From an optimization exercise on the open Yosys and OpenROAD flow, aimed at small area, a short achievable clock period and few clock cycles per item; shortcuts taken in it are not production practice.
Function was checked by simulation only, so behaviour that the tests miss may differ from the original.

== JK ==
## mult_top
module mult_top (
    input  logic        clock,
    input  logic        reset,
    input  logic        in_valid,
    input  logic [31:0] in_rs1,
    input  logic [31:0] in_rs2,
    input  logic [5:0]  in_dest,
    input  logic [3:0]  in_bm,
    input  logic [2:0]  in_func,
    output logic        fu_free,
    input  logic [3:0]  b_mm_resolve,
    input  logic        b_mm_mispred,
    input  logic        cdb_gnt,
    output logic        out_valid,
    output logic [31:0] out_result,
    output logic [5:0]  out_dest
);
==> flow/config.mk <==
export PLATFORM = sky130hd
export DESIGN_NAME = mult_top
export DESIGN_NICKNAME = mult_top
export VERILOG_FILES = /design/flow/design.v
export SDC_FILE = /design/flow/constraint.sdc
export NUM_CORES = 4
export LEC_CHECK = 0
export CAP_MARGIN = 20
export CORE_MARGIN = 2
export CORE_UTILIZATION = 50
export CTS_BUF_LIST = sky130_fd_sc_hd__clkbuf_4 sky130_fd_sc_hd__clkbuf_8
export PLACE_DENSITY = 0.65
export SETUP_SLACK_MARGIN = 1.5
export SLEW_MARGIN = 20
export SYNTH_HIERARCHICAL = 1
export SYNTH_MINIMUM_KEEP_SIZE = 0
==> flow/constraint.sdc <==
create_clock -name core_clock -period 6.5 [get_ports {clock}]
set_input_delay 1.3000 -clock core_clock [delete_from_list [all_inputs] [get_ports {clock}]]
set_output_delay 1.3000 -clock core_clock [all_outputs]
set_load 0.01 [all_outputs]
run.sh (not shown) runs the stock make flow with config.mk's settings and CLKGATE_MAP_FILE= SYNTH_SCRIPT=/design/flow/synth_recipe.tcl, a recipe that flattens the netlist after the stock synthesis.
Testbench counts of JK, summed over its fixed seeds: cycles 6,414, items 4,800.
## Diff of input files: MS against JK
==> flow/flow/run.sh (new file) <==
#!/bin/bash
# The standard layout (standard.sh) with two changes to how it is made:
# the input and output ports get plain buf_2 buffers (buffer_ports would
# otherwise pick a delay cell), and clock-tree synthesis inserts no dummy
# loads.  The full make output goes to standard.log in the work folder.
set -euo pipefail
export BUFFER_PORTS_ARGS="-buffer_cell sky130_fd_sc_hd__buf_2"
export CTS_ARGS="-sink_clustering_enable -repair_clock_nets -dont_use_dummy_load -buf_list {sky130_fd_sc_hd__clkbuf_4 sky130_fd_sc_hd__clkbuf_8}"
bash standard.sh > standard.log 2>&1
==> flow/standard.sh (new file) <==
#!/bin/bash
# synth_recipe.tcl (not shown) runs the flow's synth.tcl, then flattens the netlist and writes it again
# the make line also repeats each setting of config.mk as NAME=value (left out here)
make -C /OpenROAD-flow-scripts/flow DESIGN_CONFIG=/design/flow/config.mk WORK_HOME=/design/flow/orfs CLKGATE_MAP_FILE= SYNTH_SCRIPT=/design/flow/synth_recipe.tcl "${@:-finish}"
removed: flow/run.sh
## What came out
MS completed; timing, DRC and antenna clean. Routed via count for MS: 1.5% up relative to JK. JK was larger in final cell area than MS. Compared with JK, cell count in MS decreased by a few percent. Clock latency on the worst-skew pair: MS vs JK, no meaningful difference. Going from JK to MS, hold slack closely matched the old numbers; period utilization decreased by 0.89 points relative to the old numbers. Diff MS and JK: data arrival time of the worst path lower in MS. In terms of area taken by multi-input logic gates, MS and JK differ only marginally.
Setup changes, MS to AL
--- a/flow/config.mk
+++ b/flow/config.mk
@@ -13 +13 @@
-export SETUP_SLACK_MARGIN = 1.5
+export SETUP_SLACK_MARGIN = 2.0
==> comparison <==
AL against MS: global-route met1 utilization grew by 0.88 points; maximum clock rate held steady.
In terms of clock transition at the register clock pins on the worst setup and hold paths after CTS, MS and AL differ only marginally.
Taking MS as the reference, in AL final cell count increased by about 3.6% relative to the old numbers; design area went up by about 9%.
What TR does differently from AL at the input level:
==> flow/run.sh (new file) <==
#!/bin/bash
# synth_recipe.tcl (not shown) runs the flow's synth.tcl, then flattens the netlist and writes it again
# the make line also repeats each setting of config.mk as NAME=value (left out here)
make -C /OpenROAD-flow-scripts/flow DESIGN_CONFIG=/design/flow/config.mk WORK_HOME=/design/flow/orfs CLKGATE_MAP_FILE= SYNTH_SCRIPT=/design/flow/synth_recipe.tcl finish
--- a/flow/config.mk
+++ b/flow/config.mk
@@ -10,3 +10,2 @@
-export CORE_UTILIZATION = 50
-export CTS_BUF_LIST = sky130_fd_sc_hd__clkbuf_4 sky130_fd_sc_hd__clkbuf_8
-export PLACE_DENSITY = 0.65
+export CORE_UTILIZATION = 65
+export PLACE_DENSITY = 0.75
removed: flow/flow/run.sh
removed: flow/standard.sh
[summary]
As far as synthesized cell count goes, AL and TR are indistinguishable; the numbers are identical. Tool error GRT-0232 stopped TR during global routing; no final results. Sort TR and AL by vertical extent of the die, ascending, and TR comes first. TR -> AL: adder-cell area share of the yosys netlist delta 0, exact match. AL has a lower post-cts gate resize count than TR. From TR to AL, total CTS buffers did not move at all. Max final estimated routing congestion in global placement across TR and AL: TR. Against AL, TR comes in 15 points higher on starting density of the core.

---

Setup of job 7133:
Another version of the RTL of mult_top (not shown whole).
For scale: ~140 flip-flops, ~130 I/O pins.
==> flow/config.mk <==
export PLATFORM = sky130hd
export DESIGN_NAME = mult_top
export DESIGN_NICKNAME = mult_top
export VERILOG_FILES = /design/flow/design.v
export SDC_FILE = /design/flow/constraint.sdc
export NUM_CORES = 4
export LEC_CHECK = 0
export CAP_MARGIN = 20
export CORE_MARGIN = 2
export CORE_UTILIZATION = 50
export CTS_BUF_LIST = sky130_fd_sc_hd__clkbuf_4 sky130_fd_sc_hd__clkbuf_8
export PLACE_DENSITY = 0.65
export SETUP_SLACK_MARGIN = 1.7
export SLEW_MARGIN = 20
export SYNTH_HIERARCHICAL = 1
export SYNTH_MINIMUM_KEEP_SIZE = 0
==> flow/constraint.sdc <==
create_clock -name core_clock -period 6.5 [get_ports {clock}]
set_input_delay 1.3000 -clock core_clock [delete_from_list [all_inputs] [get_ports {clock}]]
set_output_delay 1.3000 -clock core_clock [all_outputs]
set_load 0.01 [all_outputs]
standard.sh (not shown) runs the stock make flow with config.mk's settings and CLKGATE_MAP_FILE= SYNTH_SCRIPT=/design/flow/synth_recipe.tcl, a recipe that flattens the netlist after the stock synthesis.
==> flow/flow/run.sh <==
#!/bin/bash
# The standard layout (standard.sh) with two changes to how it is made:
# the input and output ports get plain buf_2 buffers (buffer_ports would
# otherwise pick a delay cell), and clock-tree synthesis inserts no dummy
# loads.  The full make output goes to standard.log in the work folder.
set -euo pipefail
export BUFFER_PORTS_ARGS="-buffer_cell sky130_fd_sc_hd__buf_2"
export CTS_ARGS="-sink_clustering_enable -repair_clock_nets -dont_use_dummy_load -buf_list {sky130_fd_sc_hd__clkbuf_4 sky130_fd_sc_hd__clkbuf_8}"
bash standard.sh > standard.log 2>&1
Testbench counts of job 7133, summed over its fixed seeds: cycles 6,414, items 4,800.
Inputs modified between job 7133 and job 5363:
- SETUP_SLACK_MARGIN changed from 1.7 to 1.5
[summary]
There was hardly any difference in clock latency at the later pin of the worst-skew pair between job 5363 and job 7133.
First-iteration DRC count | job 5363 above job 7133
Looking at the reports, job 5363 completed the entire flow and the layout it produced met the timing, design-rule and antenna checks.
DRC violation count after routing: job 7133 vs job 5363 identical
Routed wire length on job 5363 is ahead of job 7133.
Diff job 7133 -> job 5363 | summed area of non-filler cells in the final layout | down by a few percent
Input-level comparison between job 6992 and job 5363:
- SETUP_SLACK_MARGIN now 1.2, was 1.5
## What came out
Job 5363 and job 6992 ended up with roughly the same clock-cell share of area. Run comparison: job 6992 source of the critical timing path in_rs2[9]; job 5363 source of the critical timing path in_rs2[20]. Summary of job 6992 over job 5363: final cell count decreased by 55 relative to the old numbers; final design area excluding fillers decreased by about 3.6% relative to the old numbers; top achievable clock speed now smaller; via count saw a decrease. Synthesis-to-finish area growth (higher): job 5363. Final worst-path cycle share in job 6992 is 4.5 points higher than in job 5363. Changes observed in job 6992 relative to job 5363: number of resized instances in the post-cts repair step shows a reduction of 42.

## separate check: timing with driven ports
In the flow no input, the clock included, has a driving cell. The finished layouts below were timed again as built, in two steps. Step 1, drivers: a clkbuf_16 drives clock and a buf_2 each remaining input, both assumed. Step 2 also shifts input and output timing later by t, the mid clock arrival at the registers, as if the neighbouring blocks saw the same clock. a / b / c = ideal ports / drivers / drivers and shift; a / b = the first two.
run	t, ns	setup slack, ns	hold WS [ns]	worst slew at a driven data input, ns	pins driven straight from the clock port
JK	0.531	1.381 / 1.324 / 0.960	0.497 / 0.497 / 0.497	0.09	1
MS	0.526	1.439 / 1.385 / 0.945	0.496 / 0.496 / 0.496	0.08	1
AL	0.516	1.448 / 1.391 / 1.306	0.501 / 0.501 / 0.501	0.14	1
job 7133	0.514	1.571 / 1.543 / 1.029	0.493 / 0.493 / 0.493	0.15	1
job 5363	0.518	1.495 / 1.496 / 0.978	0.494 / 0.494 / 0.494	0.11	1
job 6992	0.514	1.202 / 1.189 / 0.675	0.492 / 0.492 / 0.492	0.14	1
After both steps setup and hold are still met in every run listed. For job 7133, which loses most, drivers alone change the setup slack by -0.028 ns; drivers and shift together by -0.542 ns.
